From an optimization exercise on the open Yosys and OpenROAD flow, aimed at small area, a short achievable clock period and few clock cycles per item; shortcuts taken in it are not production practice. Only simulation tests tie the RTL to the original design; equivalence was not proved. Power and IR drop assume default switching activity.

// jpc_idecode
module jpc_idecode(
    input  wire        clk,
    input  wire        rst,
    input  wire [31:0] instr_I,
    input  wire        instr_valid_I,
    input  wire        decode_ready_I,
    output wire        instr_ready_O,
    output wire [6:0]  opcode_O,
    output wire [2:0]  funct3_O,
    output wire [4:0]  rd_O,
    output reg  [31:0] imm32_O,
    output wire [4:0]  rs1_O,
    output wire [4:0]  rs2_O,
    output wire [6:0]  funct7_O,
    output reg         ecall_O,
    output reg         ebreak_O,
    output reg         fence_O,
    output reg         fence_i_O,
    output reg         error_O,
    output reg         decode_valid_O
);
    reg [31:0] instr_reg;
    assign instr_ready_O = decode_ready_I;
    always @(posedge clk)
        instr_reg <= instr_I;
    always @(posedge clk or posedge rst) begin
        if (rst)
            decode_valid_O <= 1'b0;
        else
            decode_valid_O <= instr_valid_I & decode_ready_I;
    end
    assign opcode_O = instr_reg[6:0];
    assign rd_O     = instr_reg[11:7];
    assign funct3_O = instr_reg[14:12];
    assign rs1_O    = instr_reg[19:15];
    assign rs2_O    = instr_reg[24:20];
    assign funct7_O = instr_reg[31:25];
    always @(*) begin
        imm32_O   = 32'b0;
        ecall_O   = 1'b0;
        ebreak_O  = 1'b0;
        fence_O   = 1'b0;
        fence_i_O = 1'b0;
        error_O   = 1'b0;
        case (instr_reg[6:0])
  ...
Settings: LEC_CHECK=0, CAP_MARGIN=20, CORE_MARGIN=2, CORE_UTILIZATION=40, SETUP_SLACK_MARGIN=3.0, SLEW_MARGIN=20; clock period 5.0 ns.
standard.sh (not shown) runs the stock make flow with config.mk's settings and CLKGATE_MAP_FILE= SYNTH_SCRIPT=/design/flow/synth_recipe.tcl, a recipe that flattens the netlist after the stock synthesis.
==> flow/flow/run.sh <==
#!/bin/bash
# Standard layout, except that the port buffers are the platform's smallest plain buffer
# (the default pick is a delay cell, clkdlybuf4s50_1) and timing repair aims for positive
# setup slack. Full tool output goes to flow_standard.log.
set -euo pipefail
bash standard.sh "BUFFER_PORTS_ARGS=-buffer_cell sky130_fd_sc_hd__buf_1" finish > flow_standard.log 2>&1
The starting point completed without violations.
Testbench counts at the start, summed over its fixed seeds: cycles 12,646, items 12,000.
Then changed:
==> flow/run.sh (new file) <==
#!/bin/bash
# synth_recipe.tcl (not shown) runs the flow's synth.tcl, then flattens the netlist and writes it again
# the make line also repeats each setting of config.mk as NAME=value (left out here)
make -C /OpenROAD-flow-scripts/flow DESIGN_CONFIG=/design/flow/config.mk WORK_HOME=/design/flow/orfs CLKGATE_MAP_FILE= SYNTH_SCRIPT=/design/flow/synth_recipe.tcl finish
--- a/flow/config.mk
+++ b/flow/config.mk
@@ -10,3 +10,2 @@
 export CORE_UTILIZATION = 40
-export SETUP_SLACK_MARGIN = 3.0
 export SLEW_MARGIN = 20
removed: flow/flow/run.sh
removed: flow/standard.sh
Result: The changed run finished clean. Sequential share of layout area shrinks by 2.8 points. Synthesized area is unchanged. Die area is unchanged. Cell count shrinks by 8.9%. Core utilization grows by 3.1 points. Setup slack got worse by 920 ps. Maximum frequency shrinks by 25%. Count of clock-buffer cells in the layout shrinks by 1. Wire length shrinks by 9.4%.
Then changed:
==> flow/flow/run.sh (new file) <==
#!/bin/bash
# Standard layout, except that the port buffers are the platform's smallest plain buffer
# (the default pick is a delay cell, clkdlybuf4s50_1) and timing repair aims for positive
# setup slack. Full tool output goes to flow_standard.log.
set -euo pipefail
bash standard.sh "BUFFER_PORTS_ARGS=-buffer_cell sky130_fd_sc_hd__buf_1" finish > flow_standard.log 2>&1
==> flow/standard.sh (new file) <==
#!/bin/bash
# synth_recipe.tcl (not shown) runs the flow's synth.tcl, then flattens the netlist and writes it again
# the make line also repeats each setting of config.mk as NAME=value (left out here)
make -C /OpenROAD-flow-scripts/flow DESIGN_CONFIG=/design/flow/config.mk WORK_HOME=/design/flow/orfs CLKGATE_MAP_FILE= SYNTH_SCRIPT=/design/flow/synth_recipe.tcl "${@:-finish}"
removed: flow/run.sh
The new run completed with no timing, DRC or antenna violations.
Synthesized cell count stays the same.
Die area is unchanged.
Hold slack loses 340 ps.
Power decreases by 11%.
Count of clock-buffer cells in the layout increases by 1.
Utilization decreases by 22 points.
Final cell count does not change.
Wire length decreases by about 12%.
Synthesized area does not change.
Setup slack gains 410 ps.

-- re-timing with driven ports --
How much do the figures lean on ideal ports? The routed layouts below were timed once more, with nothing changed but the port constraints. Step 1 (the two cells are an assumption about what drives the block):
set clk [get_ports {clk}]
set_driving_cell -lib_cell sky130_fd_sc_hd__clkbuf_16 $clk
set_driving_cell -lib_cell sky130_fd_sc_hd__buf_2 [delete_from_list [all_inputs] $clk]
Step 2 adds t to the input delays and takes it off the output delays; t is the mean of the earliest and latest rising clock arrival at the registers after step 1. Input paths then give back, and output paths get back, about the clock's delay inside the block. Three values: ideal ports, drivers, drivers and shift; two values: the first two.
run | t (ns) | setup WS [ns] | clock arrival spread, ns
the first run | 0.349 | 2.249 / 2.224 / 2.573 | 0.011 / 0.011
the second run | 0.344 | 1.334 / 1.311 / 1.654 | 0.009 / 0.009
the third run | 0.356 | 1.740 / 1.717 / 2.073 | 0.007 / 0.008
After both steps every run listed still meets setup and hold.
